This is an optimization exercise on Yosys and OpenROAD, whose aim is small area, not a production implementation.
RTL that was checked went through simulation tests only; none was proved equivalent to the original.
For run 1, only the layout was checked, not whether the RTL still works.

==> flow/design.v (outline; a module is shown in full before it is edited, if it fits) <==
// module butterfly: 4399 lines
// module bf_fa: 6 lines
// module bf_benc: 7 lines
// module bf_udec: 7 lines
// module bf_ha: 6 lines
// module bf_bsel: 5 lines
// module bf_bseln: 5 lines
module butterfly(clk, rst, mode, a, b, w, c, d);
  // ...
==> flow/flow/run.sh <==
#!/bin/bash
# Own flow: the standard layout (standard.sh), with smaller port buffers and a
# lighter clock tree (no dummy loads). standard.sh's output goes to flow_standard.log in
# this folder; ORFS's per-step logs stay under orfs/logs.
set -euo pipefail
export BUFFER_PORTS_ARGS="-buffer_cell sky130_fd_sc_hd__buf_1"
export CTS_ARGS="-sink_clustering_enable -repair_clock_nets -dont_use_dummy_load -buf_list {sky130_fd_sc_hd__clkbuf_8}"
bash standard.sh > flow_standard.log 2>&1
==> flow/standard.sh <==
#!/bin/bash
# synth_recipe.tcl (not shown) runs the flow's synth.tcl, then flattens the netlist and writes it again
# the make line also repeats each setting of config.mk as NAME=value (left out here)
make -C /OpenROAD-flow-scripts/flow DESIGN_CONFIG=/design/flow/config.mk WORK_HOME=/design/flow/orfs CLKGATE_MAP_FILE= SYNTH_SCRIPT=/design/flow/synth_recipe.tcl "${@:-finish}"
==> flow/config.mk <==
export PLATFORM = sky130hd
export DESIGN_NAME = butterfly
export DESIGN_NICKNAME = butterfly
export VERILOG_FILES = /design/flow/design.v
export SDC_FILE = /design/flow/constraint.sdc
export NUM_CORES = 4
export LEC_CHECK = 0
export CAP_MARGIN = 20
export CORE_MARGIN = 2
export CORE_UTILIZATION = 45
export SLEW_MARGIN = 20
export SYNTH_HIERARCHICAL = 1
==> flow/constraint.sdc <==
create_clock -name core_clock -period 10.0 [get_ports {clk}]
set_input_delay 2.0000 -clock core_clock [delete_from_list [all_inputs] [get_ports {clk}]]
set_output_delay 2.0000 -clock core_clock [all_outputs]
set_load 0.01 [all_outputs]
==> run notes, run 1 <==
- Yosys top cell by area: fa_1
- Setup Skew: 61.6 ps
- Die width: just over 300 um
- Worst Path Buf+Inv: 1
- Cts hold-fix bufs: 0
- Crit path max-delay family: adder cells
- Total track usage: between 20% and 30%
- Worst-path cell chain: nand2_1 > o22ai_2 > buf_4 > a22oi_1 > xnor2_1 > fa_1 > fa_1 > fa_1 > fa_1 > fa_1 > fa_1 > ha_1 > nand3_1 > nor3_1 > and2_1 > o311ai_0 > a21oi_2 > nor3_4 > o211ai_1 > a31oi_1 > xnor2_1
- Max stage delay on crit path: approximately 920 ps
- Reg2reg start: w1[15]$_DFF_P_
- Port bufs: between 150 and 200
- Routed Antenna Nets: 0
- Layout cells sized above 1: under 10%
- Die Area: between 90,000 and 100,000 um^2
- Tap Count: ~1,300
- Fillers: ~8,700
- Outcome: timing/DRC/antenna clean
- DRT Pass-1 Iters: 7
- Total vias in the final route: around 31,000
- Routability-driven placement congestion ratio: roughly 0.95
- Post-route setup slack: about 1700 ps
- Final hold violation count: 0
- Plain + repair buffers: roughly 260
==> inputs of run 2 (changes only) <==
--- a/flow/design.v
+++ b/flow/design.v
@@ -4382,24 +4382,24 @@
   assign s2_1328 = bp2 ? p2[27] : s2_1296;
   assign s2_1329 = bp2 ? p2[28] : s2_1297;
   assign s2_1330 = bp2 ? p2[29] : s2_1298;
   assign s2_1331 = bp2 ? p2[30] : s2_1299;
   assign s2_1332 = bp2 ? p2[31] : s2_1300;
   reg [31:0] c3, c4, c5, d3, d4, d5;
   reg v3, v4, v5;
   always @(posedge clk) begin
-    c3 <= {s2_837, s2_836, s2_835, s2_834, s2_833, s2_832, s2_831, s2_830, s2_829, s2_828, s2_827, s2_826, s2_825, s2_824, s2_823, s2_822, s2_821, s2_820, s2_819, s2_818, s2_817, s2_816, s2_815, s2_814, s2_813, s2_812, s2_811, s2_810, s2_809, s2_808, s2_807, s2_503}; d3 <= {s2_1332, s2_1331, s2_1330, s2_1329, s2_1328, s2_1327, s2_1326, s2_1325, s2_1324, s2_1323, s2_1322, s2_1321, s2_1320, s2_1319, s2_1318, s2_1317, s2_1316, s2_1315, s2_1314, s2_1313, s2_1312, s2_1311, s2_1310, s2_1309, s2_1308, s2_1307, s2_1306, s2_1305, s2_1304, s2_1303, s2_1302, s2_1301};
+    c3 <= ~{s2_837, s2_836, s2_835, s2_834, s2_833, s2_832, s2_831, s2_830, s2_829, s2_828, s2_827, s2_826, s2_825, s2_824, s2_823, s2_822, s2_821, s2_820, s2_819, s2_818, s2_817, s2_816, s2_815, s2_814, s2_813, s2_812, s2_811, s2_810, s2_809, s2_808, s2_807, s2_503}; d3 <= ~{s2_1332, s2_1331, s2_1330, s2_1329, s2_1328, s2_1327, s2_1326, s2_1325, s2_1324, s2_1323, s2_1322, s2_1321, s2_1320, s2_1319, s2_1318, s2_1317, s2_1316, s2_1315, s2_1314, s2_1313, s2_1312, s2_1311, s2_1310, s2_1309, s2_1308, s2_1307, s2_1306, s2_1305, s2_1304, s2_1303, s2_1302, s2_1301};
     c4 <= c3; d4 <= d3;
     c5 <= c4; d5 <= d4;
     v3 <= v2 & ~rst;
     v4 <= v3 & ~rst;
     v5 <= v4 & ~rst;
-    c <= (v5 & ~rst) ? c5 : 32'd0;
-    d <= (v5 & ~rst) ? d5 : 32'd0;
+    c <= ~(c5 | {32{~v5 | rst}});
+    d <= ~(d5 | {32{~v5 | rst}});
   end
 endmodule
 module bf_fa(a, b, c, s, co);
   input a, b, c;
   output s, co;
   assign s = a ^ b ^ c;
   assign co = (a & b) | (a & c) | (b & c);
 endmodule
==> flow/flow/run.sh (replaced) <==
#!/bin/bash
# Own flow: the standard layout (standard.sh), with smaller port buffers and a
# lighter clock tree (no dummy loads). standard.sh's output goes to flow_standard.log in
# this folder; ORFS's per-step logs stay under orfs/logs.
set -euo pipefail
export BUFFER_PORTS_ARGS="-buffer_cell sky130_fd_sc_hd__buf_1"
export CTS_ARGS="-sink_clustering_enable -repair_clock_nets -dont_use_dummy_load -buf_list {sky130_fd_sc_hd__clkbuf_4}"
bash standard.sh > flow_standard.log 2>&1
==> run 2 against run 1 <==
Compared with the run above:
- largest cell class unchanged
- wire length decreased by 2.9%
- register-to-register slack got worse by 330 ps
- non-clock buffer count increased by 29
- worst setup slack got worse by 330 ps
- synthesized area decreased by 2.2%
- global-route usage decreased by 0.41 points
- cell count decreased by 2.2%
- clock-buffer cell count increased by 40
- still clean on timing, DRC and antenna
- clock skew increased by 71 ps
==> run notes, run 2 <==
- Outcome: timing/DRC/antenna clean
- GR Overflow Total: 0
- Max clock buf depth: 3
- Main combinational cell family by area after synthesis: adder cells
- Most frequent cell after synthesis: xnor2_1
- Area growth, synth to finish: 6.75%
- Crit share post-route: a little under nine tenths
- # setup viols final: 0
- Worst-path cell chain: nand2b_1 > o22ai_2 > buf_4 > a22oi_1 > xnor2_1 > fa_1 > fa_1 > fa_1 > fa_1 > fa_1 > fa_1 > ha_1 > a21o_1 > a21o_1 > a2111oi_0 > or3_1 > o21ai_0 > a221o_1 > o2bb2ai_1 > a21oi_1 > nor3_1 > o41ai_1 > xnor2_1
- Adder-Cell Fraction of Synth Area: between 30 and 40%
- First-pass GRT wire length: around 190 mm
- Simple-gate share of the synthesized area: 7.24%
- Slew margin rel.: between 10% and 20%
- Max FO, Critical Path: 23
- Row Count: between 100 and 150
- Synth Instances: approximately 4,000
- Async S/R FF share, synth: 0%
- CP Capture Type: flop
- Number of vias per cell: slightly below 6
- Setup Skew: 133 ps (+71.1 ps)
- Vias in the first global route: about 31,000
- Post-synthesis mux area share: less than 1%
- Top reg by flops: p2
- Yosys top cell by area: fa_1
- Synth unique cells: 61
- Register area share after synthesis: 22.3%
- Die width: 306 um (-1.1%)
- TritonCTS buffer count: 116
- Final Critical Period: about 8600 ps
- Post-cts gate resize count: 0
- Core footprint: 90,300 um^2
- Startpoint Class: flop
- Worst-Margin Slew: roughly 1200 ps
- Yosys reg bits: around 460
- Layout cells sized above 1: 7.98% (+1.1 points)
- Post-route setup slack: 1370 ps (-325 ps)
- Routed Antenna Nets: 0 (unchanged)
- Synth top area share: a little over a quarter
- Main synth FF type: dfxtp_1
- Compound-Gate Fraction of Synth Area: roughly 15%
- DP Worst Slack: ~1600 ps
- Setup TNS: 0 ps
- Reg2reg setup slack: 1370 ps
- Final wirelength: approximately 130 mm
- Detailed-route DRC error count: 0
- Max stage delay on crit path: 800 ps (-120 ps)
- Initial antenna violation count: 7
- Synth Area in XOR/XNOR: 15.2%
- Post-CTS Setup Bufs: 0
- DP HPWL: 94.0 mm
- Fmax: roughly 0.12 GHz
- Synth area leaders: fa_1, dfxtp_1, xnor2_1
- Mean Syn Cell Area: 10.4 um^2
- Hold WC Path Type: reg2reg
- Initial Util: between 40% and 50%
- Final hold violation count: 0 (unchanged)
- Crit path kind: reg2reg
- RSZ-0062 raised after global routing: no
- Total track usage: 26.9% (-0.41 points)
- Initial DRC count: about 2,900
- CP dominant cell by count: fa_1
- CTS tree: yes
- Die Area: 93,900 um^2 (-2.1%)
- WP data arrival: around 9400 ps
- Clk pin slew, worst setup/hold paths: 60 ps
- I/O pin total: 164
- Max cap viols: 0
- Clock Sinks: around 460
- Required time of the critical path: 10,810 ps
- # nets final: slightly below 5,000
- Ys Warns: 7
- Most frequent cells in the layout: xnor2_1, fa_1, a22oi_1, dfxtp_1, ha_1
- WL per Instance: around 24 um
- Routability-driven placement congestion ratio: 0.951 (+0.19%)
- DRT Pass-1 Iters: 7 (unchanged)
- Port bufs: 163 (unchanged)
- Most frequent cells after synthesis: xnor2_1, fa_1, a22oi_1
- Slowest stage cell, crit path: dfxtp_2
- Post-synthesis cell area: between 40,000 and 50,000 um^2
- Largest net degree at the start of global routing: 97
- Post-synth EDFFs: 0
- Number of flip-flops under the largest register name: 64
- Total vias in the final route: 30,300 (-2.4%)
- Slew Limit Fails: 0
- Worst-Skew Late Latency: ~900 ps
- CTS H-tree depth: 3
- Most common cell after layout, fill and taps aside: xnor2_1
- Top Registers: p2 x64, y1 x33
- Cts hold-fix bufs: 0 (unchanged)
- Root buffer cell: clkbuf_4
- Die Y: ~310 um
## run 2: cell types whose count changed in the layout (fill, tap and decap cells not counted), sizes merged, moves of 8 or more
cell    previous run  this run
and2             188       119
nor2              99       162
clkbuf            76       116
buf              259       288
nand2            161       132
inv              155       130
o21ai             93        73
a21oi            104       115
xnor2            604       615
nor2b             26        36
a31oi             18        10
and4               8         0
## run 2: worst paths after layout
check,startpoint,endpoint,cells past startpoint
setup / recovery,w1[3]$_DFF_P_,p2[57]$_DFF_P_,23
hold / removal,d5[28]$_DFF_P_,d[28]$_DFF_P_,1
setup reg to reg,w1[3]$_DFF_P_,p2[57]$_DFF_P_,23
hold reg to reg,d5[28]$_DFF_P_,d[28]$_DFF_P_,1
## run 2: modules after synthesis, one instance, submodules excluded
| module | flops+latches | cells inside | area (um^2) | copies in the design |
|---|---|---|---|---|
| bf_fa | 0 | 1 | 20.0 | 516 |
| bf_benc | 0 | 5 | 38.8 | 16 |
| butterfly | 458 | 3360 | 30200 | 1 |
## run 2: per-stage QoR
stage | hold WS, ps | instance area (um^2) | std cells | utilization, %
3_5_place_dp | 312 | 43100 | 5081 | 47.7
3_3_place_gp | 310 | 43100 | 5081 | 47.7
5_1_grt | 282 | 44000 | 5203 | 48.7
4_1_cts | 290 | 43900 | 5197 | 48.7
2_1_floorplan | 310 | 41200 | 3958 | -
6_report | 266 | 44000 | 5203 | 48.7
## run 2: layout make-up
type	count	area [um^2]
Sequential cell	458	9200
Antenna cell	6	15.0
Fill cell	8408	46300
Clock buffer	116	871
Inverter	130	488
Multi-Input combinational cell	3029	30300
Timing Repair Buffer	288	1580
Tap cell	1176	1470
## run 2: worst max-delay path: cells and delay by family (launching register included)
family / cells / cell delay (ps)
adders and majority gates: 7 / 3220
AOI/OAI and AO/OA: 10 / 3180
and+or+nand+nor: 3 / 590
DFF: 1 / 800
buffers and inverters: 1 / 300
xor gates and xnor gates: 2 / 420
## run 2: cells by family after synthesis
| family | Yosys count |
|---|---|
| buffers and inverters | 471 |
| other | 1 |
| multiplexers | 5 |
| flip-flops | 458 |
| AND/OR/NAND/NOR | 599 |
| adder cells (fa/ha/maj) | 846 |
| AO/OA/AOI/OAI | 863 |
| XOR/XNOR | 713 |
## run 2: metal layers
metal | track usage [%] | vias to the layer above | part of all wire, %
met5 | 0 | - | 0.033
met4 | 11.0 | 6 | 4.3
met3 | 6.14 | 315 | 9.5
met2 | 41.9 | 1552 | 45
met1 | 36.0 | 15000 | 42
li1 | - | 13500 | -
==> inputs of run 3 (changes only) <==
==> flow/flow/run.sh (replaced) <==
#!/bin/bash
# Own flow: the standard layout (standard.sh), with smaller port buffers and a
# lighter clock tree (no dummy loads). standard.sh's output goes to flow_standard.log in
# this folder; ORFS's per-step logs stay under orfs/logs.
set -euo pipefail
export BUFFER_PORTS_ARGS="-buffer_cell sky130_fd_sc_hd__buf_1"
export CTS_ARGS="-sink_clustering_enable -repair_clock_nets -dont_use_dummy_load -buf_list {sky130_fd_sc_hd__clkbuf_8} -sink_clustering_size 20 -sink_clustering_max_diameter 100"
bash standard.sh > flow_standard.log 2>&1
==> run 3 against run 2 <==
Compared with the run above:
- still clean on timing, DRC and antenna
- hold slack improved by 27 ps
- clock skew down 31 ps
- via count fell by 1.3%
- global-route usage decreased by 0.25 points
- sequential cell count unchanged
- critical endpoint unchanged
==> run notes, run 3 <==
- Detailed-route DRC error count: 0 (unchanged)
- Initial antenna violation count: 5 (-2)
- Synth area leaders: fa_1, dfxtp_1, xnor2_1
- Most frequent cells after synthesis: xnor2_1, fa_1, a22oi_1
- Area growth, synth to finish: 5.75%
- Yosys reg bits: 458 (unchanged)
- Post-synthesis cell area: 41,200 um^2 (unchanged)
- Top reg by flops: p2
- Number of vias per cell: 5.85 (+0.32%)
- Crit path max-delay family: adder cells
- Busiest grt layer: met2
- Max stage delay on crit path: 800 ps (about the same)
- Total vias in the final route: 29,900 (-1.3%)
- Post-route setup slack: 1410 ps (+37.4 ps)
- Min-delay src: c3[21]$_DFF_P_
- WP data arrival: 9210 ps (-230 ps)
- Clock Sinks: 458 (unchanged)
- Ys Warns: 7 (unchanged)
- Required time of the critical path: 10,620 ps (-190 ps)
- Worst-Margin Slew: 1230 ps (-8.45 ps)
- Worst Path Buf+Inv: 1 (unchanged)
- Reg2reg setup slack: 1410 ps (+40 ps)
- Register area share after synthesis: 22.3% (unchanged)
- Most frequent cells in the layout: xnor2_1, fa_1, a22oi_1, dfxtp_1, ha_1
- Met3 Track Usage GR: 5.38% (-0.76 points)
- Initial DRC count: 2,799 (-2.9%)
- Reg2reg start: w1[3]$_DFF_P_
- WL per Instance: 24.5 um (+1.3%)
- Largest net degree at the start of global routing: 97 (unchanged)
- Post-synth EDFFs: 0 (unchanged)
- Synth Instances: 3,956 (unchanged)
- Crit share post-route: 85.9% (-0.37 points)
- Row Count: 110 (unchanged)
- DRT Pass-1 Iters: 6 (-1)
- Clk pin slew, worst setup/hold paths: 120 ps (+60 ps)
- Most common cell after layout, fill and taps aside: xnor2_1
- Post-CTS Setup Bufs: 0 (unchanged)
- Post-cts gate resize count: 0 (unchanged)
- Total track usage: 26.6% (-0.25 points)
- Outcome: timing/DRC/antenna clean
- Cts hold-fix bufs: 0 (unchanged)
- Number of flip-flops under the largest register name: 64 (unchanged)
- Final wirelength: 126 mm (-0.38%)
- Setup TNS: 0 ps (unchanged)
- Most frequent cell after synthesis: xnor2_1
- First-pass GRT wire length: 189 mm (-0.60%)
- # nets final: 4,887 (-1.7%)
- Max FO, Critical Path: 23 (unchanged)
- Max clock buf depth: 3 (unchanged)
- Startpoint Class: flop
- Routability-driven placement congestion ratio: 0.951 (unchanged)
- Fillers: 8,412 (+0.048%)
- Final hold violation count: 0 (unchanged)
- Root buffer cell: clkbuf_8
- CP Capture Type: flop
- M2 GR Usage: 41.8% (-0.079 points)
- Final Critical Period: 8590 ps (-37.4 ps)
- Port bufs: 163 (unchanged)
- Die width: 306 um (unchanged)
- Hold EP: c4[21]$_DFF_P_
- CTS H-tree depth: 2 (-1)
- Worst hold path depth: 0 (-1)
- Mean Syn Cell Area: 10.4 um^2 (unchanged)
- Yosys top cell by area: fa_1
- Fmax: 0.116 GHz (+0.44%)
- Layout cells sized above 1: 6.07% (-1.9 points)
- Main synth FF type: dfxtp_1
- DP HPWL: 94.0 mm (unchanged)
- Slowest stage cell, crit path: dfxtp_2
- Cell count of the worst reg-to-reg path: 23 (unchanged)
- Synth top area share: 27.1% (unchanged)
- Worst-path cell chain: nand2b_1 > o22ai_2 > buf_4 > a22oi_1 > xnor2_1 > fa_1 > fa_1 > fa_1 > fa_1 > fa_1 > fa_1 > ha_1 > a21o_1 > a21o_1 > a2111oi_0 > or3_1 > o21ai_0 > a221o_1 > o2bb2ai_1 > a21oi_1 > nor3_1 > o41ai_1 > xnor2_1
- TritonCTS buffer count: 34 (-71%)
- GR Util met1: 36.3% (+0.21 points)
- Hold WC Path Type: reg2reg
- # setup viols final: 0 (unchanged)
- Synth unique cells: 61 (unchanged)
- Critical Path Source: w1[3]$_DFF_P_
- Crit path kind: reg2reg
- Worst-Skew Late Latency: 700 ps (-220 ps)
- Die Area: 93,900 um^2 (unchanged)
- DP Worst Slack: 1570 ps (unchanged)
- Slew Limit Fails: 0 (unchanged)
- CP dominant cell by count: fa_1
- Reg2reg end: p2[57]$_DFF_P_
- Async S/R FF share, synth: 0% (unchanged)
- Vias in the first global route: 30,100 (-2.2%)
- Max cap viols: 0 (unchanged)
- Top Registers: p2 x64, y1 x33
- Setup Skew: 102 ps (-30.5 ps)
- Initial Util: 45.6% (unchanged)
- Die Y: 306 um (unchanged)
- RSZ-0062 raised after global routing: no
- Core footprint: 90,300 um^2 (unchanged)
- Slew margin rel.: 18.3% (+0.68 points)
- I/O pin total: 164 (unchanged)
- Routed Antenna Nets: 0 (unchanged)
- CTS tree: yes
- GR Overflow Total: 0 (unchanged)
## run 3: metal layers
layer,routed length (um),vias up
met5,22,-
met4,5290,4
met3,11100,282
met2,55800,1430
met1,53400,14900
li1,-,13300
## run 3: cell type report
class,instances,area (um^2),share of cell area (%)
diodes,3,7.51,0.0172
clock buffers,34,468,1.07
inverters,130,488,1.12
multi-input cells,3029,30300,69.7
flip-flops and latches,458,9200,21.1
well taps,1176,1470,3.38
repair buffers,288,1580,3.62
## run 3: stage by stage
| stage | hold slack (ps) | utilization [%] | instance area, um^2 | cells |
|---|---|---|---|---|
| finish | 293 | 48.2 | 43500 | 5118 |
| global route | 313 | 48.2 | 43500 | 5117 |
| CTS | 287 | 48.2 | 43500 | 5115 |
| detailed placement | 312 | 47.7 | 43100 | 5081 |
| global placement | 310 | 47.7 | 43100 | 5081 |
| floorplan | 310 | - | 41200 | 3958 |
## run 3: logic make-up after synthesis
logic type / after synthesis / share of synthesized area (%)
xor gates and xnor gates: 713 / 15.2
AOI/OAI and AO/OA: 863 / 14.9
muxes: 5 / 0.122
buffers and inverters: 471 / 4.46
DFF: 458 / 22.3
adders and majority gates: 846 / 35.9
and+or+nand+nor: 599 / 7.24
other: 1 / 0.00911
## run 3: worst max-delay path by stage
stage	cells after the start	slack, ps	to
3_3_place_gp	23	1660	p2[57]$_DFF_P_
4_1_cts	23	1540	p2[57]$_DFF_P_
5_1_grt	23	1040	p2[57]$_DFF_P_
2_1_floorplan	27	2890	d3[23]$_DFF_P_
6_report	23	1410	p2[57]$_DFF_P_
3_5_place_dp	23	1570	p2[57]$_DFF_P_
## run 3: Yosys stat by module (local to each module, per instance)
module | cells inside | flip-flops and latches
bf_benc | 5 | 0
bf_fa | 1 | 0
butterfly | 3360 | 458
## run 3: worst reg2reg max path: stages (launching register included)
cell       delay (ps)
dfxtp_2           800
nand2b_1          140
o22ai_2           770
buf_4             310
a22oi_1            90
xnor2_1           260
fa_1              470
fa_1              560
fa_1              450
fa_1              440
fa_1              550
fa_1              420
ha_1              340
a21o_1            200
a21o_1            200
a2111oi_0         370
or3_1             190
o21ai_0           120
a221o_1           340
o2bb2ai_1         230
a21oi_1           500
nor3_1            260
o41ai_1           370
xnor2_1           160
==> inputs of run 4 (changes only) <==
==> flow/flow/run.sh (replaced) <==
#!/bin/bash
# Own flow: the standard layout (standard.sh), with smaller port buffers and a
# lighter clock tree (no dummy loads). standard.sh's output goes to flow_standard.log in
# this folder; ORFS's per-step logs stay under orfs/logs.
set -euo pipefail
export BUFFER_PORTS_ARGS="-buffer_cell sky130_fd_sc_hd__buf_1"
export CTS_ARGS="-sink_clustering_enable -repair_clock_nets -dont_use_dummy_load -buf_list {sky130_fd_sc_hd__clkbuf_8} -sink_clustering_size 16 -sink_clustering_max_diameter 80"
bash standard.sh > flow_standard.log 2>&1
--- a/flow/config.mk
+++ b/flow/config.mk
@@ -7,6 +7,6 @@
 export LEC_CHECK = 0
 export CAP_MARGIN = 20
 export CORE_MARGIN = 2
-export CORE_UTILIZATION = 45
+export CORE_UTILIZATION = 58
 export SLEW_MARGIN = 20
 export SYNTH_HIERARCHICAL = 1
==> run 4 against run 3 <==
Compared with the run above:
- sequential cell count unchanged
- still clean on timing, DRC and antenna
- largest cell class unchanged
- register-to-register slack worse by 590 ps
- critical endpoint is now p2[56]$_DFF_P_
- synthesized cell count unchanged
- core utilization up 13 points
- non-clock buffer count down 29
- die area decreased by 22%
==> run notes, run 4 <==
- Clock Sinks: 458 (unchanged)
- Post-synthesis cell area: 41,200 um^2 (unchanged)
- First-pass GRT wire length: 201 mm (+6.4%)
- Hold WC Path Type: reg2reg
- Cell count of the worst reg-to-reg path: 21 (-8.7%)
- Synth Area in XOR/XNOR: 15.2% (unchanged)
- Fmax: 0.109 GHz (-6.4%)
- Most frequent cells after synthesis: xnor2_1, fa_1, a22oi_1
- Setup TNS: 0 ps (unchanged)
- Slew Limit Fails: 0 (unchanged)
- Crit share post-route: 91.8% (+5.9 points)
- Initial DRC count: 3,164 (+13%)
- Register area share after synthesis: 22.3% (unchanged)
- Met3 Track Usage GR: 8.79% (+3.4 points)
- Total vias in the final route: 30,900 (+3.1%)
- Post-cts gate resize count: 0 (unchanged)
- Root buffer cell: clkbuf_8
- Min-delay src: c3[17]$_DFF_P_
- Final Critical Period: 9180 ps (+585 ps)
- CP Capture Type: flop
- Row Count: 97 (-12%)
- Placed Instances: 4,815 (-5.2%)
- Synth Instances: 3,956 (unchanged)
- Initial antenna violation count: 9 (+4)
- Max cap viols: 0 (unchanged)
- Max FO, Critical Path: 22 (-4.3%)
- Synth top area share: 27.1% (unchanged)
- Slew margin rel.: 15.0% (-3.3 points)
- Vias in the first global route: 32,600 (+8.0%)
- Worst-path cell chain: nand2b_1 > o22ai_2 > buf_4 > a22oi_1 > xnor2_1 > fa_1 > fa_1 > fa_1 > fa_1 > ha_1 > and3_1 > nand3_1 > o21ai_0 > a21oi_1 > o21ai_0 > inv_1 > o2bb2ai_1 > a21oi_1 > nor3_1 > o22ai_1 > xnor2_1
- GR Util met1: 46.0% (+9.7 points)
- Ys Warns: 7 (unchanged)
- CTS tree: yes
- Total track usage: 36.6% (+9.9 points)
- Final wirelength: 134 mm (+6.7%)
- Async S/R FF share, synth: 0% (unchanged)
- Most frequent cell after synthesis: xnor2_1
- Die width: 270 um (-12%)
- Yosys top cell by area: fa_1
- WL per Instance: 27.6 um (+12%)
- DP Area: 42,600 um^2 (-1.1%)
- Cts hold-fix bufs: 0 (unchanged)
- Main synth FF type: dfxtp_1
- Clk pin slew, worst setup/hold paths: 100 ps (-20 ps)
- DRT Pass-1 Iters: 7 (+1)
- Core footprint: 70,100 um^2 (-22%)
- Max stage delay on crit path: 860 ps (+60 ps)
- CTS H-tree depth: 2 (unchanged)
- Reg2reg setup slack: 820 ps (-590 ps)
- Outcome: timing/DRC/antenna clean
- Slowest stage cell, crit path: o22ai_2
- Area growth, synth to finish: 4.84%
- Routability-driven placement congestion ratio: 1.00 (+5.3%)
- Top reg by flops: p2
- Synth area leaders: fa_1, dfxtp_1, xnor2_1
- Mean Syn Cell Area: 10.4 um^2 (unchanged)
- Reg area: 9220 um^2 (+0.23%)
- TritonCTS buffer count: 41 (+21%)
- Yosys reg bits: 458 (unchanged)
- Port bufs: 163 (unchanged)
- Initial Util: 58.7% (+13 points)
- Required time of the critical path: 10,500 ps (-120 ps)
- Largest net degree at the start of global routing: 95 (-2.1%)
- Number of flip-flops under the largest register name: 64 (unchanged)
- Die Y: 270 um (-12%)
- Post-synth EDFFs: 0 (unchanged)
- Top Registers: p2 x64, y1 x33
- GR Overflow Total: 0 (unchanged)
- Setup Skew: 89.0 ps (-13.3 ps)
- Fin area: 43,200 um^2 (-0.86%)
- Worst-Skew Late Latency: 680 ps (-20 ps)
- Adder-Cell Fraction of Synth Area: 35.9% (unchanged)
- Final core utilization: 61.5% (+13 points)
- I/O pin total: 164 (unchanged)
- Simple-gate share of the synthesized area: 7.24% (unchanged)
- DP HPWL: 101 mm (+7.6%)
- Routed Antenna Nets: 0 (unchanged)
- # setup viols final: 0 (unchanged)
- Busiest grt layer: met2
- Most common cell after layout, fill and taps aside: xnor2_1
- Number of vias per cell: 6.35 (+8.6%)
- Final hold violation count: 0 (unchanged)
- RSZ-0062 raised after global routing: no
- CP dominant cell by count: fa_1
- Multi-input gate area: 30,400 um^2 (+0.14%)
- Crit path kind: reg2reg
- Max clock buf depth: 3 (unchanged)
- Main combinational cell family by area after synthesis: adder cells
- Critical Path Source: w1[3]$_DFF_P_
- Die Area: 73,100 um^2 (-22%)
- Reg2reg start: w1[3]$_DFF_P_
- WP data arrival: 9680 ps (+470 ps)
- Worst hold path depth: 0 (unchanged)
- Fillers: 5,953 (-29%)
- Detailed-route DRC error count: 0 (unchanged)
- Post-route insts no fill: 4,860 (-5.0%)
- # nets final: 4,865 (-0.45%)
- Startpoint Class: flop
- Post-CTS Setup Bufs: 0 (unchanged)
- Post-synthesis mux area share: 0.122% (unchanged)
- Layout cells sized above 1: 5.90% (-0.17 points)
- Synth unique cells: 61 (unchanged)
- M2 GR Usage: 58.0% (+16 points)
- Most frequent cells in the layout: xnor2_1, fa_1, a22oi_1, dfxtp_1, ha_1
- Worst-Margin Slew: 1270 ps (+49.3 ps)
- Compound-Gate Fraction of Synth Area: 14.9% (unchanged)
-- run 4: cell counts after synthesis --
Identical to the previous run, type by type.
-- run 4: layout make-up --
type	count	share of cell area (%)
inverters	130	1.13
diodes	3	0.0174
multi-input cells	3029	70.4
well taps	940	2.72
flip-flops and latches	458	21.4
clock buffers	41	1.31
repair buffers	259	3.10
-- run 4: through the flow --
step                setup slack [ps]  hold slack [ps]
floorplan                       2890              310
detailed placement              1130              312
CTS                             1150              276
finish                           821              272
global route                     645              278
global placement                1330              310
-- run 4: worst paths after layout --
| kind | endpoint |
|---|---|
| setup / recovery | p2[56]$_DFF_P_ |
| hold / removal | c4[17]$_DFF_P_ |
| setup reg to reg | p2[56]$_DFF_P_ |
| hold reg to reg | c4[17]$_DFF_P_ |
-- run 4: cells by family after synthesis --
kind of cell | after synthesis
AO/OA/AOI/OAI | 863
XOR/XNOR | 713
adder cells (fa/ha/maj) | 846
buffers and inverters | 471
flip-flops | 458
multiplexers | 5
other | 1
AND/OR/NAND/NOR | 599
-- run 4: Yosys stat by module, one instance, submodules excluded --
module,flip-flops and latches,cells
butterfly,458,3360
bf_benc,0,5
bf_fa,0,1
-- run 4: per-layer routing --
layer	up-vias	wire (um)
met5	-	50
met2	1798	60800
met1	15400	51000
met4	8	8780
met3	456	13400
li1	13200	-
-- run 4: worst max-delay path, delay by kind of cell (launching register included) --
family                     cells  cell delay [ps]
AOI/OAI and AO/OA              8             3770
xor gates and xnor gates       2              410
adders and majority gates      5             2350
buffers and inverters          2              660
DFF                            1              810
and+or+nand+nor                4             1040
==> inputs of run 5 (changes only) <==
--- a/flow/config.mk
+++ b/flow/config.mk
@@ -7,6 +7,6 @@
 export LEC_CHECK = 0
 export CAP_MARGIN = 20
 export CORE_MARGIN = 2
-export CORE_UTILIZATION = 58
+export CORE_UTILIZATION = 64
 export SLEW_MARGIN = 20
 export SYNTH_HIERARCHICAL = 1
==> run 5 against run 4 <==
Compared with the run above:
- hold slack got worse by 26 ps
- global-route usage grew 2.6 points
- sequential share of layout area increased by 0.084 points
- core utilization rose by 6.3 points
- clock-buffer cell count fell by 2
- maximum frequency up 5.2%
- non-clock buffer count shrank 5
- highest routed layer unchanged
==> run notes, run 5 <==
- Outcome: timing/DRC/antenna clean
- First-pass GRT wire length: 196 mm (-2.5%)
- Top Registers: p2 x64, y1 x33
- Post-cts gate resize count: 0 (unchanged)
- DRT Pass-1 Iters: 7 (unchanged)
- Initial DRC count: 3,820 (+21%)
- Post-CTS Setup Bufs: 0 (unchanged)
- Top reg by flops: p2
- DP Worst Slack: 1550 ps (+420 ps)
- Critical Path Source: w1[13]$_DFF_P_
- Worst-Skew Late Latency: 670 ps (about the same)
- Async S/R FF share, synth: 0% (unchanged)
- Number of vias per cell: 6.57 (+3.4%)
- CP dominant cell by count: fa_1
- I/O pin total: 164 (unchanged)
- Reg2reg start: w1[13]$_DFF_P_
- DP Area: 42,400 um^2 (-0.43%)
- WP data arrival: 9330 ps (-350 ps)
- Largest net degree at the start of global routing: 96 (+1.1%)
- Crit path max-delay family: adder cells
- Most frequent cells in the layout: xnor2_1, fa_1, a22oi_1, dfxtp_1, ha_1
- Post-route setup slack: 1270 ps (+452 ps)
- # nets final: 4,858 (-0.14%)
- Routed Antenna Nets: 0 (unchanged)
- Final Critical Period: 8730 ps (-452 ps)
- Post-route insts no fill: 4,759 (-2.1%)
- Ys Warns: 7 (unchanged)
- Total vias in the final route: 31,200 (+1.2%)
- Cts hold-fix bufs: 0 (unchanged)
- Synth area leaders: fa_1, dfxtp_1, xnor2_1
- Yosys top cell by area: fa_1
- Number of flip-flops under the largest register name: 64 (unchanged)
- Yosys reg bits: 458 (unchanged)
- # setup viols final: 0 (unchanged)
- Row Count: 92 (-5.2%)
- Core footprint: 63,300 um^2 (-9.7%)
- Area growth, synth to finish: 4.30%
- Total track usage: 39.2% (+2.6 points)
- Min-delay src: c3[15]$_DFF_P_
- RSZ-0062 raised after global routing: no
- Final hold violation count: 0 (unchanged)
- Most common cell after layout, fill and taps aside: xnor2_1
- Layout cells sized above 1: 5.58% (-0.32 points)
- Detailed-route DRC error count: 0 (unchanged)
- Required time of the critical path: 10,600 ps (+100 ps)
- Post-synth EDFFs: 0 (unchanged)
- Most frequent cell after synthesis: xnor2_1
- Port bufs: 163 (unchanged)
- Synth top area share: 27.1% (unchanged)
- Crit share post-route: 87.3% (-4.5 points)
- Die width: 258 um (-4.7%)
- Die Y: 258 um (-4.7%)
- Fmax: 0.115 GHz (+5.2%)
- Slew margin rel.: 20.8% (+5.8 points)
- Worst-Margin Slew: 1190 ps (-86.9 ps)
- Synth Instances: 3,956 (unchanged)
- Initial Util: 65.0% (+6.3 points)
- Final core utilization: 67.8% (+6.3 points)
- Crit path kind: reg2reg
- Vias in the first global route: 33,100 (+1.6%)
- WL per Instance: 27.4 um (-0.81%)
- CTS tree: yes
- Main synth FF type: dfxtp_1
- GR Overflow Total: 0 (unchanged)
- Hold WC Path Type: reg2reg
- Fillers: 4,953 (-17%)
- Mean Syn Cell Area: 10.4 um^2 (unchanged)
- Synth unique cells: 61 (unchanged)
- Max clock buf depth: 3 (unchanged)
- Clock Sinks: 458 (unchanged)
- CP Capture Type: flop
- Initial antenna violation count: 5 (-4)
- Register area share after synthesis: 22.3% (unchanged)
- Root buffer cell: clkbuf_8
- Setup Skew: 93.4 ps (+4.44 ps)
- Post-synthesis cell area: 41,200 um^2 (unchanged)
- Most frequent cells after synthesis: xnor2_1, fa_1, a22oi_1
- Startpoint Class: flop
- Clk pin slew, worst setup/hold paths: 90 ps (about the same)
- Die Area: 66,400 um^2 (-9.2%)
- Slowest stage cell, crit path: dfxtp_2
- Max FO, Critical Path: 22 (unchanged)
- Worst-path cell chain: nand2_1 > o22ai_2 > buf_4 > a22oi_1 > xnor2_1 > fa_1 > fa_1 > fa_1 > fa_1 > fa_1 > fa_1 > ha_1 > a21o_1 > a2111oi_0 > or3_1 > o21ai_0 > a221o_1 > o2bb2ai_1 > a21oi_1 > nor3_1 > o41ai_1 > xnor2_1
- CTS H-tree depth: 2 (unchanged)
- Max cap viols: 0 (unchanged)
- Routability-driven placement congestion ratio: 1.08 (+8.0%)
- TritonCTS buffer count: 39 (-4.9%)
- Worst Path Buf+Inv: 1 (-1)
- Fin area: 42,900 um^2 (-0.51%)
- Slew Limit Fails: 0 (unchanged)
- Placed Instances: 4,717 (-2.0%)
- Max stage delay on crit path: 880 ps (+20 ps)
- Setup TNS: 0 ps (unchanged)
- DP HPWL: 96.5 mm (-4.6%)
- Final wirelength: 130 mm (-2.9%)
==> run 5: final timing paths <==
| check | end | slack [ps] | depth (start not counted) |
|---|---|---|---|
| setup / recovery | p2[57]$_DFF_P_ | 1270 | 22 |
| hold / removal | c4[15]$_DFF_P_ | 250 | 0 |
| setup reg to reg | p2[57]$_DFF_P_ | 1270 | 22 |
| hold reg to reg | c4[15]$_DFF_P_ | 250 | 0 |
==> run 5: Yosys stat by module, one instance, submodules excluded <==
module	copies in the design	cells inside	area [um^2]	flip-flops and latches
butterfly	1	3360	30200	458
bf_benc	16	5	38.8	0
bf_fa	516	1	20.0	0
==> run 5: area by class of cell <==
type / instances / area (um^2) / area share (%)
timing repair buffer: 254 / 1290 / 3.02
tap: 846 / 1060 / 2.46
antenna: 3 / 7.51 / 0.0175
sequential: 458 / 9210 / 21.4
multi-input combinational: 3029 / 30300 / 70.7
inverter: 130 / 488 / 1.14
clock buffer: 39 / 537 / 1.25
==> run 5: cells by family (layout without fill, tap and decap cells) <==
family                     count (synthesis)  after routing  synth area share (%)
xor gates and xnor gates                 713            713                  15.2
buffers and inverters                    471            423                  4.46
muxes                                      5              5                 0.122
and+or+nand+nor                          599            599                  7.24
AOI/OAI and AO/OA                        863            863                  14.9
other                                      1              6               0.00911
adders and majority gates                846            846                  35.9
DFF                                      458            458                  22.3
==> run 5: routing by layer <==
metal  vias to the layer above  wire, um  GRT usage, %
met3                       552     14400          9.97
met4                         2      9500          24.0
met2                      2034     58100          61.8
li1                      13200         -             -
met1                     15400     48200          48.7
met5                         -        14             0
==> run 5: per-stage QoR <==
stage / hold slack, ps
CTS: 250
floorplan: 310
detailed placement: 312
finish: 247
global route: 275
global placement: 310
==> run 5: worst reg2reg max path, delay by kind of cell, from the launching register on <==
| kind | cells | cell delay (ps) |
|---|---|---|
| xor gates and xnor gates | 2 | 440 |
| and+or+nand+nor | 3 | 650 |
| DFF | 1 | 880 |
| buffers and inverters | 1 | 470 |
| AOI/OAI and AO/OA | 9 | 2970 |
| adders and majority gates | 7 | 3270 |
==> inputs of run 6 (changes only) <==
--- a/flow/config.mk
+++ b/flow/config.mk
@@ -7,6 +7,6 @@
 export LEC_CHECK = 0
 export CAP_MARGIN = 20
 export CORE_MARGIN = 2
-export CORE_UTILIZATION = 64
+export CORE_UTILIZATION = 45
 export SLEW_MARGIN = 20
 export SYNTH_HIERARCHICAL = 1
==> run 6 against run 5 <==
Compared with the run above:
- still clean on timing, DRC and antenna
- synthesized area unchanged
- worst setup slack better by 140 ps
- maximum frequency up 1.6%
- critical endpoint unchanged
- cell count up 7.7%
- synthesized cell count unchanged
==> run notes, run 6 <==
- Routability-driven placement congestion ratio: 0.951 (-12%)
- Initial antenna violation count: 5 (unchanged)
- Most frequent cells after synthesis: xnor2_1, fa_1, a22oi_1
- Fmax: 0.116 GHz (+1.6%)
- Crit share post-route: 85.9% (-1.4 points)
- Die Area: 93,900 um^2 (+42%)
- Synth Instances: 3,956 (unchanged)
- Slew Limit Fails: 0 (unchanged)
- Worst hold path depth: 0 (unchanged)
- Synth unique cells: 61 (unchanged)
- Main synth FF type: dfxtp_1
- CP Capture Type: flop
- Initial Util: 45.6% (-19 points)
- Worst-Margin Slew: 1250 ps (+65.4 ps)
- Clock Sinks: 458 (unchanged)
- Final core utilization: 48.3% (-19 points)
- Yosys reg bits: 458 (unchanged)
- Outcome: timing/DRC/antenna clean
- WL per Instance: 24.6 um (-10%)
- Clk pin slew, worst setup/hold paths: 100 ps (about the same)
- # nets final: 4,894 (+0.74%)
- Max stage delay on crit path: 790 ps (-90 ps)
- Hold WC Path Type: reg2reg
- Number of vias per cell: 5.82 (-11%)
- CP dominant cell by count: fa_1
- Mean Syn Cell Area: 10.4 um^2 (unchanged)
- Die width: 306 um (+19%)
- Routed Antenna Nets: 0 (unchanged)
- Setup Skew: 78.3 ps (-15.1 ps)
- Final hold violation count: 0 (unchanged)
- Synth top area share: 27.1% (unchanged)
- First-pass GRT wire length: 189 mm (-3.5%)
- TritonCTS buffer count: 41 (+5.1%)
- Largest net degree at the start of global routing: 97 (+1.0%)
- Layout cells sized above 1: 6.23% (+0.66 points)
- Row Count: 110 (+20%)
- Total vias in the final route: 29,800 (-4.6%)
- Top Registers: p2 x64, y1 x33
- Most common cell after layout, fill and taps aside: xnor2_1
- Worst-path cell chain: nand2b_1 > o22ai_2 > buf_4 > a22oi_1 > xnor2_1 > fa_1 > fa_1 > fa_1 > fa_1 > fa_1 > fa_1 > ha_1 > a21o_1 > a21o_1 > a2111oi_0 > or3_1 > o21ai_0 > a221o_1 > o2bb2ai_1 > a21oi_1 > nor3_1 > o41ai_1 > xnor2_1
- Post-CTS Setup Bufs: 0 (unchanged)
- Die Y: 306 um (+19%)
- Slowest stage cell, crit path: dfxtp_2
- I/O pin total: 164 (unchanged)
- Cell count of the worst reg-to-reg path: 23 (+4.5%)
- Reg2reg setup slack: 1410 ps (+140 ps)
- Async S/R FF share, synth: 0% (unchanged)
- Number of flip-flops under the largest register name: 64 (unchanged)
- Register area share after synthesis: 22.3% (unchanged)
- Vias in the first global route: 30,200 (-8.6%)
- DP HPWL: 94.0 mm (-2.6%)
- Detailed-route DRC error count: 0 (unchanged)
- Min-delay src: c3[21]$_DFF_P_
- Startpoint Class: flop
- WHS: 295 ps (+47.9 ps)
- CTS H-tree depth: 2 (unchanged)
- Core footprint: 90,300 um^2 (+43%)
- Reg2reg end: p2[57]$_DFF_P_
- Initial DRC count: 2,956 (-23%)
- Crit path kind: reg2reg
- DRT Pass-1 Iters: 7 (unchanged)
- Worst-Skew Late Latency: 700 ps (+30 ps)
- Post-cts gate resize count: 0 (unchanged)
- Most frequent cells in the layout: xnor2_1, fa_1, a22oi_1, dfxtp_1, ha_1
- Top reg by flops: p2
- Max clock buf depth: 3 (unchanged)
- # setup viols final: 0 (unchanged)
- Final Critical Period: 8590 ps (-139 ps)
- Synth area leaders: fa_1, dfxtp_1, xnor2_1
- Yosys top cell by area: fa_1
- Max cap viols: 0 (unchanged)
- RSZ-0062 raised after global routing: no
- Reg2reg start: w1[3]$_DFF_P_
- Ys Warns: 7 (unchanged)
- CTS tree: yes
- Slew margin rel.: 16.4% (-4.4 points)
- Area growth, synth to finish: 5.99%
- Post-route insts no fill: 5,125 (+7.7%)
- Post-synthesis cell area: 41,200 um^2 (unchanged)
- Hold EP: c4[21]$_DFF_P_
- Root buffer cell: clkbuf_8
- Most frequent cell after synthesis: xnor2_1
- Max FO, Critical Path: 23 (+4.5%)
- Total track usage: 26.7% (-13 points)
- Required time of the critical path: 10,610 ps (about the same)
- Placed Instances: 5,081 (+7.7%)
- Cts hold-fix bufs: 0 (unchanged)
- WP data arrival: 9200 ps (-130 ps)
- Setup TNS: 0 ps (unchanged)
- Post-synth EDFFs: 0 (unchanged)
- Port bufs: 163 (unchanged)
- GR Overflow Total: 0 (unchanged)
- Final wirelength: 126 mm (-3.3%)
==> run 6: cell counts after synthesis <==
No cell type changed its count.
==> run 6: kinds of logic (layout without fill, tap and decap cells) <==
family          after synthesis  in the layout  share of synthesized area [%]
buf+inv                     471            459                           4.46
other cells                   1              6                        0.00911
fa+ha+maj                   846            846                           35.9
compound gates              863            863                           14.9
xor+xnor                    713            713                           15.2
flops                       458            458                           22.3
mux                           5              5                          0.122
simple gates                599            599                           7.24
==> run 6: modules after synthesis (local to each module, per instance) <==
| module | times used | cell area (um^2) | flops+latches |
|---|---|---|---|
| butterfly | 1 | 30200 | 458 |
| bf_fa | 516 | 20.0 | 0 |
| bf_benc | 16 | 38.8 | 0 |
==> run 6: cell type report <==
class	count	area (um^2)
Timing Repair Buffer	288	1580
Multi-Input combinational cell	3029	30300
Inverter	130	488
Fill cell	8403	46600
Clock buffer	41	564
Antenna cell	3	7.51
Sequential cell	458	9200
Tap cell	1176	1470
==> run 6: stage by stage <==
step | setup WS (ps) | instance area [um^2]
2_1_floorplan | 2890 | 41200
3_3_place_gp | 1660 | 43100
3_5_place_dp | 1570 | 43100
4_1_cts | 1530 | 43600
5_1_grt | 1050 | 43600
6_report | 1410 | 43600
==> run 6: metal layers <==
metal | GRT usage (%) | vias to the layer above | routed length (um)
li1 | - | 13300 | -
met3 | 5.67 | 282 | 10900
met1 | 36.2 | 14800 | 53600
met5 | 0 | - | 28
met4 | 10.5 | 4 | 5310
met2 | 41.7 | 1412 | 56000
==> run 6: worst max-delay path by stage <==
stage	start	endpoint	slack, ps
floorplan	p2[26]$_DFF_P_	d3[23]$_DFF_P_	2890
global placement	w1[3]$_DFF_P_	p2[57]$_DFF_P_	1660
detailed placement	w1[3]$_DFF_P_	p2[57]$_DFF_P_	1570
CTS	w1[3]$_DFF_P_	p2[57]$_DFF_P_	1530
global route	w1[3]$_DFF_P_	p2[57]$_DFF_P_	1050
finish	w1[3]$_DFF_P_	p2[57]$_DFF_P_	1410
==> run 6: worst max-delay path: cells and delay by family, from the launching register on <==
family                   cells  cell delay (ps)
buffers and inverters        1              300
AND/OR/NAND/NOR              3              580
XOR/XNOR                     2              420
AO/OA/AOI/OAI               10             3180
flip-flops                   1              790
adder cells (fa/ha/maj)      7             3220
==> inputs of run 7 (changes only) <==
--- a/flow/config.mk
+++ b/flow/config.mk
@@ -7,6 +7,6 @@
 export LEC_CHECK = 0
 export CAP_MARGIN = 20
 export CORE_MARGIN = 2
-export CORE_UTILIZATION = 45
+export CORE_UTILIZATION = 52
 export SLEW_MARGIN = 20
 export SYNTH_HIERARCHICAL = 1
==> run 7 against run 6 <==
Compared with the run above:
- highest routed layer is now met4
- first-iteration DRC count is 9.5% lower
- still clean
- sequential share of layout area is 0.23 points higher
- synthesized area stayed put
==> run notes, run 7 <==
- Outcome: timing/DRC/antenna clean
- Crit share post-route: 83.2% (-2.7 points)
- Largest net degree at the start of global routing: 96 (-1.0%)
- Top reg by flops: p2
- Max clock buf depth: 3 (unchanged)
- Worst-Skew Late Latency: 640 ps (-60 ps)
- Synth top area share: 27.1% (unchanged)
- Vias in the first global route: 30,400 (+0.45%)
- CTS tree: yes
- Initial antenna violation count: 7 (+2)
- Final hold violation count: 0 (unchanged)
- Final wirelength: 127 mm (+0.61%)
- WHS: 323 ps (+28.9 ps)
- Final Critical Period: 8320 ps (-266 ps)
- Clock Sinks: 458 (unchanged)
- RSZ-0062 raised after global routing: no
- Register area share after synthesis: 22.3% (unchanged)
- First-pass GRT wire length: 191 mm (+1.0%)
- Routability-driven placement congestion ratio: 0.971 (+2.1%)
- Fmax: 0.120 GHz (+3.2%)
- Max cap viols: 0 (unchanged)
- Cts hold-fix bufs: 0 (unchanged)
- # setup viols final: 0 (unchanged)
- # nets final: 4,859 (-0.72%)
- Row Count: 103 (-6.4%)
- Port bufs: 163 (unchanged)
- Worst-Margin Slew: 1120 ps (-130 ps)
- Area growth, synth to finish: 4.94%
- Startpoint Class: flop
- Post-synthesis cell area: 41,200 um^2 (unchanged)
- Synth Instances: 3,956 (unchanged)
- Detailed-route DRC error count: 0 (unchanged)
- Layout cells sized above 1: 5.57% (-0.66 points)
- TritonCTS buffer count: 38 (-7.3%)
- CTS H-tree depth: 2 (unchanged)
- I/O pin total: 164 (unchanged)
- Synth unique cells: 61 (unchanged)
- Post-CTS Setup Bufs: 0 (unchanged)
- WP data arrival: 8900 ps (-300 ps)
- Slowest stage cell, crit path: a2111oi_0
- Die Y: 285 um (-6.9%)
- Setup TNS: 0 ps (unchanged)
- Crit path kind: reg2reg
- Number of flip-flops under the largest register name: 64 (unchanged)
- Die Area: 81,400 um^2 (-13%)
- Total track usage: 31.2% (+4.5 points)
- Yosys reg bits: 458 (unchanged)
- Mean Syn Cell Area: 10.4 um^2 (unchanged)
- Routed Antenna Nets: 0 (unchanged)
- Initial DRC count: 2,675 (-9.5%)
- Slew Limit Fails: 0 (unchanged)
- Main synth FF type: dfxtp_1
- Initial Util: 52.3% (+6.7 points)
- Yosys top cell by area: fa_1
- Total vias in the final route: 29,800 (+0.040%)
- Ys Warns: 7 (unchanged)
- Die width: 285 um (-6.9%)
- Required time of the critical path: 10,580 ps (-30 ps)
- DP HPWL: 94.3 mm (+0.28%)
- Core footprint: 78,700 um^2 (-13%)
- Crit path max-delay family: compound AO/OA/AOI/OAI gates
- Slew margin rel.: 25.1% (+8.7 points)
- Most frequent cells in the layout: xnor2_1, fa_1, a22oi_1, dfxtp_1, ha_1
- Async S/R FF share, synth: 0% (unchanged)
- Hold WC Path Type: reg2reg
- Top Registers: p2 x64, y1 x33
- Worst Path Buf+Inv: 0 (-1)
- Clk pin slew, worst setup/hold paths: 110 ps (about the same)
- Max FO, Critical Path: 5 (-78%)
- Most frequent cells after synthesis: xnor2_1, fa_1, a22oi_1
- Number of vias per cell: 6.01 (+3.2%)
- Setup Skew: 67.9 ps (-10.4 ps)
- Root buffer cell: clkbuf_8
- CP Capture Type: flop
- Most common cell after layout, fill and taps aside: xnor2_1
- DRT Pass-1 Iters: 6 (-1)
- Most frequent cell after synthesis: xnor2_1
- Post-synth EDFFs: 0 (unchanged)
- Post-cts gate resize count: 0 (unchanged)
- Max stage delay on crit path: 790 ps (about the same)
- CP dominant cell by count: fa_1
- WL per Instance: 25.5 um (+3.8%)
- Synth area leaders: fa_1, dfxtp_1, xnor2_1
- GR Overflow Total: 0 (unchanged)
==> run 7: kinds of logic after synthesis <==
family,after synthesis,share of synthesized area [%]
XOR/XNOR,713,15.2
multiplexers,5,0.122
adder cells (fa/ha/maj),846,35.9
other,1,0.00911
buffers and inverters,471,4.46
AO/OA/AOI/OAI,863,14.9
AND/OR/NAND/NOR,599,7.24
flip-flops,458,22.3
==> run 7: layer usage <==
metal	track usage [%]	routed length (um)	vias up
met1	42.2	52400	14800
met5	0	0	-
li1	-	-	13200
met3	5.13	10500	296
met4	13.1	5860	0
met2	49.8	57900	1446
==> run 7: layout make-up <==
cell class / instances / area [um^2]
diodes: 5 / 12.5
flip-flops and latches: 458 / 9210
inverters: 130 / 488
multi-input cells: 3029 / 30400
fillers: 7061 / 35500
well taps: 1050 / 1310
clock buffers: 38 / 523
repair buffers: 256 / 1310
==> run 7: metrics by stage <==
step | instances | util [%] | setup WS [ps] | cell area [um^2]
after floorplan | 3958 | - | 2890 | 41200
after detailed placement | 4923 | 54.2 | 1690 | 42700
after CTS | 4961 | 54.8 | 1750 | 43200
final | 4966 | 54.9 | 1680 | 43200
after global placement | 4923 | 54.2 | 1830 | 42700
after global routing | 4962 | 54.9 | 1080 | 43200
==> run 7: final timing paths <==
| path | start | to | cells past startpoint | slack (ps) |
|---|---|---|---|---|
| worst min register to register | d3[7]$_DFF_P_ | d4[7]$_DFF_P_ | 0 | 320 |
| worst max register to register | p2[0]$_DFF_P_ | d3[23]$_DFF_P_ | 27 | 1680 |
| worst min-delay path | d3[7]$_DFF_P_ | d4[7]$_DFF_P_ | 0 | 320 |
| worst max-delay path | p2[0]$_DFF_P_ | d3[23]$_DFF_P_ | 27 | 1680 |
==> run 7: Yosys stat by module, one instance, submodules excluded <==
| module | cell area [um^2] | flops+latches | times used |
|---|---|---|---|
| bf_benc | 38.8 | 0 | 16 |
| bf_fa | 20.0 | 0 | 516 |
| butterfly | 30200 | 458 | 1 |

re-timing with driven ports:
The flow's constraints put no driver on any port. The routed layouts listed below were extracted and timed again, unchanged, in two steps. Step 1, drivers: a clkbuf_16 drives clk and a buf_2 each remaining input, both assumed. Step 2 adds t to the input delays and takes it off the output delays; t is the mean of the earliest and latest rising clock arrival at the registers after step 1. Input paths then give back, and output paths get back, about the clock's delay inside the block. a / b / c = ideal / step 1 / step 2; a / b = the first two.
run | shift t [ns] | slack for setup (ns) | worst setup path after step 2 | clock arrival spread, ns | slew at the worst register clock pin (ns)
run 1 | 0.719 | 1.694 / 1.694 / 1.694 | register to register | 0.062 / 0.062 | 0.06 / 0.06
run 2 | 0.925 | 1.369 / 1.369 / 1.369 | register to register | 0.134 / 0.135 | 0.07 / 0.07
run 3 | 0.716 | 1.406 / 1.406 / 1.406 | register to register | 0.103 / 0.102 | 0.12 / 0.12
run 4 | 0.691 | 0.821 / 0.821 / 0.821 | register to register | 0.089 / 0.089 | 0.11 / 0.11
run 5 | 0.688 | 1.273 / 1.273 / 1.273 | register to register | 0.095 / 0.094 | 0.10 / 0.10
run 6 | 0.721 | 1.412 / 1.412 / 1.412 | register to register | 0.079 / 0.080 | 0.10 / 0.10
run 7 | 0.669 | 1.678 / 1.678 / 1.678 | register to register | 0.068 / 0.068 | 0.11 / 0.11
After both steps every run listed still meets setup and hold.
